From an optimization exercise on the open Yosys and OpenROAD flow, aimed at small area; shortcuts taken in it are not production practice.
For this run, only the layout was checked, not whether the RTL still works.
Power and IR drop assume default switching activity.

==> flow/design.v <==
module top_PF (
    input  signed [7:0] i_signals,
    input               clk,
    input               rst,
    output              o_clock,
    output signed [7:0] o_signal,
    output        [1:0] pwm
);
reg [3:0] pa;    
reg [4:0] pb;    
wire pb_wrap = (pb == 5'd23);
always @(posedge clk or negedge rst)
  if (!rst) begin
    pa <= 4'd0;
    pb <= 5'd0;
  end else begin
    pb <= pb_wrap ? 5'd0 : pb + 5'd1;
    if (pb_wrap) pa <= (pa == 4'd14) ? 4'd0 : pa + 4'd1;
  end
wire pa3  = (pa == 4'd3);
wire pa7  = (pa == 4'd7);
wire pa11 = (pa == 4'd11);
wire pa12 = (pa == 4'd12);
wire pa13 = (pa == 4'd13);
wire ev_x    = pa3  && (pb == 5'd18);    
wire ev_dn   = pa11 && (pb == 5'd6);     
wire ev_s    = pa11 && (pb == 5'd7);     
wire c0      = pa11 && (pb == 5'd8);     
wire ev_p2   = pa11 && (pb == 5'd21);    
wire c31     = pa12 && (pb == 5'd15);    
wire c60     = pa13 && (pb == 5'd20);    
wire lapA    = (pa11 && pb >= 5'd9) || (pa12 && pb <= 5'd13);    
wire mcalc   = (pa12 && pb >= 5'd15) || (pa13 && pb <= 5'd19);   
wire slip    = mcalc || c60;                                     
wire ge90  = (pa > 4'd3) || (pa3 && pb >= 5'd18);
wire le179 = (pa < 4'd7) || (pa7 && pb <= 5'd11);
wire ge270 = (pa > 4'd11) || (pa11 && pb >= 5'd6);
assign o_clock = (ge90 && le179) || ge270;
reg clr;
reg  [7:0] r1 [0:97];
reg  [7:0] xin;
reg  [6:0] q1;
reg        pend1, run1;
wire [7:0] h1 = r1[0];
wire       start1 = pend1 && (q1 == 7'd0);
reg  signed [14:0] acc1;
integer i;
always @(posedge clk) begin
  for (i = 0; i < 97; i = i + 1) r1[i] <= r1[i+1];
  r1[97] <= clr ? 8'd0 : (start1 ? xin : h1);
end
always @(posedge clk)
  if (ev_x) xin <= {~i_signals[7], i_signals[6:0]};
always @(posedge clk or negedge rst)
  if (!rst) begin
    q1 <= 7'd0;
    pend1 <= 1'b0;
    run1 <= 1'b0;
    clr <= 1'b1;
  end else begin
    q1 <= (start1 || q1 == 7'd97) ? 7'd0 : q1 + 7'd1;
    if (ev_x) pend1 <= 1'b1;
    else if (start1) pend1 <= 1'b0;
    if (start1) run1 <= 1'b1;
    else if (q1 == 7'd96) run1 <= 1'b0;
    if (q1 == 7'd97) clr <= 1'b0;
  end
always @(posedge clk)
  if (start1) acc1 <= $signed({{6{xin[7]}}, xin, 1'b0}) + $signed({{7{h1[7]}}, h1});
  else if (run1) acc1 <= acc1 + $signed({{7{h1[7]}}, h1});
wire signed [23:0] y1 = $signed({{9{acc1[14]}}, acc1}) * 24'sd328;
wire [8:0] W = y1[23:15];
reg  [7:0] r2 [0:58];
reg  [5:0] q2;
reg        pend2, run2;
wire [7:0] h2 = r2[0];
wire       start2 = pend2 && (q2 == 6'd0);
reg  signed [13:0] acc2;
always @(posedge clk) begin
  for (i = 0; i < 58; i = i + 1) r2[i] <= r2[i+1];
  r2[58] <= clr ? 8'd0 : (start2 ? W[7:0] : h2);
end
always @(posedge clk or negedge rst)
  if (!rst) begin
    q2 <= 6'd0;
    pend2 <= 1'b0;
    run2 <= 1'b0;
    acc2 <= 14'sd0;
  end else begin
    q2 <= (start2 || q2 == 6'd58) ? 6'd0 : q2 + 6'd1;
    if (ev_p2) pend2 <= 1'b1;
    else if (start2) pend2 <= 1'b0;
    if (start2) run2 <= 1'b1;
    else if (q2 == 6'd57) run2 <= 1'b0;
    if (start2) acc2 <= $signed({{5{W[8]}}, W}) + $signed({{6{h2[7]}}, h2});
    else if (run2) acc2 <= acc2 + $signed({{6{h2[7]}}, h2});
  end
wire signed [22:0] y2  = $signed({{9{acc2[13]}}, acc2}) * 23'sd546;
wire signed [15:0] y2a = y2[22:7];
wire signed [29:0] y3  = $signed({{14{y2a[15]}}, y2a}) * 30'sd18500;
wire [7:0] V = y3[29:22];
reg  [7:0]  xr [0:29];
reg  [15:0] hr [0:29];
reg  [7:0]  vreg;
reg  signed [23:0] acc;
reg  signed [15:0] yn;
reg  [7:0]  dn;
reg  [7:0]  mreg, mleft;
wire [7:0]  xh = xr[0];
wire [15:0] hh = hr[0];
wire signed [16:0] wo = $signed({dn, 8'd0}) - $signed(yn);
wire signed [16:0] mop1 = slip ? wo : $signed({hh[15], hh});
wire signed [7:0]  mop2 = c0 ? vreg : xh;
wire signed [24:0] mp   = mop1 * mop2;
wire signed [30:0] m33  = $signed({{6{mp[24]}}, mp}) * 31'sd33;
wire [7:0] mnew = m33[29:22];
wire [7:0] msel = c31 ? mleft : mreg;
wire signed [31:0] lf = $signed({{16{hh[15]}}, hh}) * 32'sd32735;
wire [15:0] hnew = lf[30:15] + {{8{msel[7]}}, msel};
wire hupd = c0 || mcalc;
always @(posedge clk) begin
  for (i = 0; i < 29; i = i + 1) begin
    xr[i] <= xr[i+1];
    hr[i] <= hr[i+1];
  end
  xr[29] <= clr ? 8'd0 : (slip ? vreg : xh);
  hr[29] <= clr ? 16'd0 : (hupd ? hnew : hh);
  if (c0) vreg <= V;
  else if (slip) vreg <= xh;
end
always @(posedge clk or negedge rst)
  if (!rst) begin
    acc <= 24'sd0;
    yn <= 16'sd0;
    dn <= 8'd0;
    mreg <= 8'd0;
    mleft <= 8'd0;
  end else begin
    if (c0) acc <= mp[23:0];
    else if (lapA) acc <= acc + mp[23:0];
    if (ev_s) yn <= acc[23:8];
    if (ev_dn) dn <= {~i_signals[7], i_signals[6:0]};
    if (mcalc) mreg <= mnew;
    if (c60) mleft <= mnew;
  end
assign o_signal = {~wo[15], wo[14:8]};
reg [4:0] c31c;   
always @(posedge clk or negedge rst)
  if (!rst) c31c <= 5'd0;
  else if (pb == 5'd12) c31c <= (c31c < 5'd30) ? c31c + 5'd1 : 5'd0;
wire [4:0] tri5 = (c31c <= 5'd15) ? c31c : 5'd30 - c31c;
wire [3:0] t = tri5[3:0];
wire [15:0] T16 = {t, t, t, t};
wire [15:0] c  = wo[15:0];
wire [15:0] cn = ~c + 16'd1;
wire g1 = (T16 <= (c  ^ 16'h8000));
wire g4 = (T16 <= (cn ^ 16'h8000));
wire [1:0] raw = {~g1 & g4, g1 & ~g4};
reg [1:0] dt [1:9];
always @(posedge clk) begin
  dt[1] <= raw;
  for (i = 2; i <= 9; i = i + 1) dt[i] <= dt[i-1];
end
wire young = clr && (pa == 4'd0) && (pb < 5'd9);
wire [1:0] r9 = young ? 2'b00 : dt[9];
wire dead = (r9 == 2'b01 && raw == 2'b10) || (r9 == 2'b10 && raw == 2'b01);
assign pwm = dead ? 2'b00 : raw;
endmodule
==> flow/run.sh <==
#!/bin/bash
# synth_recipe.tcl (not shown) runs the flow's synth.tcl, then flattens the netlist and writes it again
# the make line also repeats each setting of config.mk as NAME=value (left out here)
make -C /OpenROAD-flow-scripts/flow DESIGN_CONFIG=/design/flow/config.mk WORK_HOME=/design/flow/orfs CLKGATE_MAP_FILE= SYNTH_SCRIPT=/design/flow/synth_recipe.tcl finish
==> flow/config.mk <==
export PLATFORM = sky130hd
export DESIGN_NAME = top_PF
export DESIGN_NICKNAME = top_PF
export VERILOG_FILES = /design/flow/design.v
export SDC_FILE = /design/flow/constraint.sdc
export NUM_CORES = 4
export LEC_CHECK = 0
export CAP_MARGIN = 20
export CORE_MARGIN = 2
export CORE_UTILIZATION = 40
export SLEW_MARGIN = 20
==> flow/constraint.sdc <==
create_clock -name core_clock -period 20.0 [get_ports {clk}]
set_input_delay 4.0000 -clock core_clock [delete_from_list [all_inputs] [get_ports {clk}]]
set_output_delay 4.0000 -clock core_clock [all_outputs]
set_load 0.01 [all_outputs]
==> notes.md <==
## placed cells by master, fill, tap and decap left out, drive strengths merged, types with 11 or more instances in the layout
cell,count
and3,19
nand4,24
a21o,56
xor2,57
o21a,24
a31oi,17
o31ai,13
nor2,247
xnor2,156
fa,329
a211oi,21
buf,24
clkinv,47
a21oi,208
nand2,186
dfrtp,109
nor3,40
nand3,51
nor2b,25
mux2i,30
nand2b,17
or3,12
a21boi,11
inv,685
clkbuf,255
dfxtp,1994
bufinv,18
mux2,49
o21bai,33
clkdlybuf4s50,19
o21ai,93
ha,512
and2,24
or2,40
edfxtp,31
## stage by stage
stage / cells / setup slack [ns] / total power [uW]
2_1_floorplan: 5254 / 11.07 / 4360
3_3_place_gp: 7460 / 10.05 / 4370
3_5_place_dp: 7460 / 9.98 / 4370
4_1_cts: 7798 / 9.91 / 8040
5_1_grt: 7799 / 9.12 / 8220
6_report: 7800 / 9.90 / 7930
## worst reg2reg max path: cells and delay by family (launching register included)
family,cells,cell delay (ns)
AOI/OAI and AO/OA,16,3.40
xor gates and xnor gates,2,0.66
adders and majority gates,8,3.34
buffers and inverters,4,0.60
DFF,1,0.49
muxes,2,1.01
and+or+nand+nor,3,0.46
## sequential cells by signal, summed over array words and instances, names as in the netlist, 4 cells and up
name / cells
acc2: 14
hr: 480
pa: 4
mleft: 8
acc: 24
q1: 7
xr: 240
vreg: 8
q2: 6
mreg: 8
yn: 16
dn: 8
xin: 8
pb: 5
r2: 472
c31c: 5
r1: 784
acc1: 15
dt: 18
## layout make-up
class	count	area, sq um
Antenna cell	1	2.50
Multi-Input combinational cell	2379	22400
Timing Repair Buffer	43	374
Tap cell	2233	2790
Clock buffer	255	5290
Fill cell	15300	93000
Clock inverter	83	1220
Inverter	671	2520
Sequential cell	2135	43600
## logic make-up (layout without fill, tap and decap cells)
family                     after synthesis  count (layout)  synth area share, %
DFF                                   2135            2135                 63.4
adders and majority gates              841             841                 18.9
buffers and inverters                  740            1052                 4.10
and+or+nand+nor                        708             708                 4.75
AOI/OAI and AO/OA                      537             537                 4.86
xor gates and xnor gates               214             214                 2.75
muxes                                   79              79                 1.26
other                                    0               1                    0
## power groups by stage
stage                     sequential, uW  combinational (uW)  clock [uW]
after floorplan                     4360              0.0735           0
after detailed placement            4360                7.84           0
final                               4260                7.37        3660
after global routing                4260                8.46        3950
after CTS                           4260                7.87        3770
after global placement              4360                7.83           0
## worst paths after layout
kind	from	to	slack, ns	cells past startpoint
setup / recovery	pb[1]	mleft[6]	9.90	35
hold / removal	xr[28][1]	xr[27][1]	0.28	0
setup reg to reg	pb[1]	mleft[6]	9.90	35
hold reg to reg	xr[28][1]	xr[27][1]	0.28	0
max in group asynchronous	rst	yn[0]	15.39	2
min in group asynchronous	rst	dn[0]	3.32	1
## per-layer routing
| layer | global-route usage, % | vias up | share of wire (%) |
|---|---|---|---|
| met3 | 2.73 | 174 | 3.9 |
| met1 | 18.2 | 16500 | 49 |
| li1 | - | 17100 | - |
| met5 | 0 | - | 0.012 |
| met4 | 4.24 | 2 | 2.4 |
| met2 | 20.8 | 441 | 45 |
==> flow_summary.rst <==
.. list-table::
   :header-rows: 1

   * - Metric
     - Value
   * - Leakage power of the design
     - around 0.035 uW
   * - Worst Setup Start Kind
     - flop
   * - Library cell with the largest summed area after synthesis
     - dfxtp_1
   * - CTS buffer count
     - 183
   * - Timing-limited maximum frequency
     - 99.0 MHz
   * - Final net count
     - roughly 6,300
   * - Via density per instance
     - ~4.4
   * - Max-cap viol count
     - 0
   * - Area share of the leading cell type in the synthesized netlist
     - 58.0%
   * - Worst Setup Path Type
     - reg2reg
   * - Dominant cells by area after synthesis
     - dfxtp_1 (58%), fa_1 (9.6%), ha_1 (9.3%), dfrtp_1 (4.0%), inv_1 (3.7%)
   * - Setup tns final
     - 0 ns
   * - Most instantiated library cell after synthesis
     - dfxtp_1
   * - Largest net degree at the start of global routing
     - 60
   * - Mean cell area of the mapped netlist
     - around 13 sq um
   * - Bufs and invs on worst path
     - 4
   * - Number of sinks on the clock net
     - about 2,100
   * - Synth Net Count
     - a little over 6,000
   * - Endpoint kind of the worst setup timing path
     - flop
   * - First-pass GRT wire length
     - about 180,000 microns
   * - Core area
     - 171,000 sq um
   * - Iteration-0 DRC count of the detailed router
     - 1,399
   * - Power density relative to cell area
     - a little over 100 nW/um^2
   * - Worst vdd ir
     - 85.8 uV
   * - Resize count post-CTS
     - 0
   * - Vias in the first global route
     - approximately 35,000
   * - Maximum clock path buffer count
     - 3
   * - Routability cong.
     - around 0.86
   * - Sw Ratio
     - about a fifth
   * - Clock tree root buffer cell
     - clkbuf_16
   * - Minimum period implied by the final worst setup slack
     - approximately 10 ns
   * - Part of the cycle the worst path needs
     - 50.5%
   * - CP top delay family
     - compound AO/OA/AOI/OAI gates
   * - Total internal power
     - 6380 uW
   * - Portion of the post-synthesis area used by sequential elements
     - between 60% and 70%
   * - Die span in x
     - between 400 and 500 microns
   * - Antenna-violating nets left
     - 0
   * - Max incr delay on CP
     - between 0.7 and 0.8 ns
   * - Design area
     - 78,200 sq um
   * - Synthesized cell area
     - 68,800 sq um
   * - Number of hold violations in the final report
     - 0
   * - Hold WS
     - ~0.28 ns
   * - Total via count in the routed design
     - ~34,000
   * - # setup viols final
     - 0
   * - Clock share of power
     - 46.2%
   * - Setup repair after global routing missed its margin
     - no
   * - Total detailed-routing wirelength
     - between 100,000 and 150,000 microns
   * - Slowest stage cell, crit path
     - mux2i_1
   * - Total net switching power
     - 1550 uW
   * - Total global-route track usage
     - about an eighth
   * - Seq cells post-synth
     - approximately 2,100
   * - Worst endpoint data arrival time
     - roughly 11 ns
   * - Post-layout util
     - 45.7%
   * - Starting density of the core
     - between 40% and 50%
   * - Remaining routing DRC violations
     - 0
   * - Cell area after placement
     - about 72,000 sq um
   * - Clock tree from TritonCTS
     - done
   * - Most frequent cells after synthesis
     - dfxtp_1 (1,994), inv_1 (671), ha_1 (512), fa_1 (329), nor2_1 (247)
   * - Slew HR
     - about a quarter
   * - Primary flip-flop cell chosen by synthesis mapping
     - dfxtp_1
   * - Fraction of layout cells with a size suffix above 1
     - between 7 and 8%
   * - Hold buffer count at CTS
     - 0
   * - Class of the most critical hold timing path
     - reg2reg
   * - Total iterations of the first detailed-routing run
     - 6
   * - Num ports
     - 21
   * - Layout-stage area growth over the synthesis result
     - 13.7%
   * - Clk Latency, worst-skew pair
     - between 0.8 and 0.9 ns
   * - Cell count after synthesis
     - ~5,300
   * - Site row count
     - roughly 150
   * - Number of buffers inserted by port buffering
     - 20
   * - Outcome
     - timing/DRC/antenna clean
   * - Slew at the pin closest to its max-slew limit
     - approximately 1.1 ns
   * - Power share of the combinational group
     - less than 1%
   * - Share of total power in sequential cells
     - between 50% and 60%
   * - Post-route clock skew
     - a little under 0.07 ns
   * - Post-synth cell types
     - 74
   * - Critical Path RT
     - ~21 ns
   * - Y dimension of the die
     - 419 microns
   * - Initial antenna violation count
     - 2
   * - Share of synthesized registers carrying an async set or reset
     - approximately 5.2%
   * - Level count of the clock H-tree
     - 4
   * - Synth warn
     - 6
   * - Average detailed-routed wire length per instance
     - 14.4 microns
   * - Slew Limit Fails
     - 0
   * - Post-synth EDFFs
     - 31
   * - Die ar.
     - roughly 180,000 sq um
   * - Number of buffers inserted to repair setup after CTS
     - 0
   * - HPWL after DPL
     - about 80,000 microns
   * - Max Fanout on Critical Path
     - 32
   * - Clock transition at the register clock pins on the worst setup and hold paths after CTS
     - around 0.060 ns
   * - Leftover overflow at the end of global routing
     - 0

## what the ideal ports hide
How much do the figures lean on ideal ports? The routed layout below was timed once more, with nothing changed but the port constraints.
Step 1 assumes that a clkbuf_16 drives the clock port and a buf_2 every other input.
Step 2 times the ports against the registers' clock, not the clock port: input delays grow and output delays shrink by t, the midpoint of the rising clock arrivals with the driver on.
a / b / c = ideal / step 1 / step 2; a / b = the first two.
t, ns: 0.866
setup WS [ns]: 9.896 / 9.896 / 9.896
worst hold slack (ns): 0.283 / 0.283 / 0.283
latest minus earliest clock arrival (ns): 0.070 / 0.070
After both steps setup and hold are still met in this run. For this run, drivers alone change the setup slack by 0.000 ns; drivers and shift together by 0.000 ns.
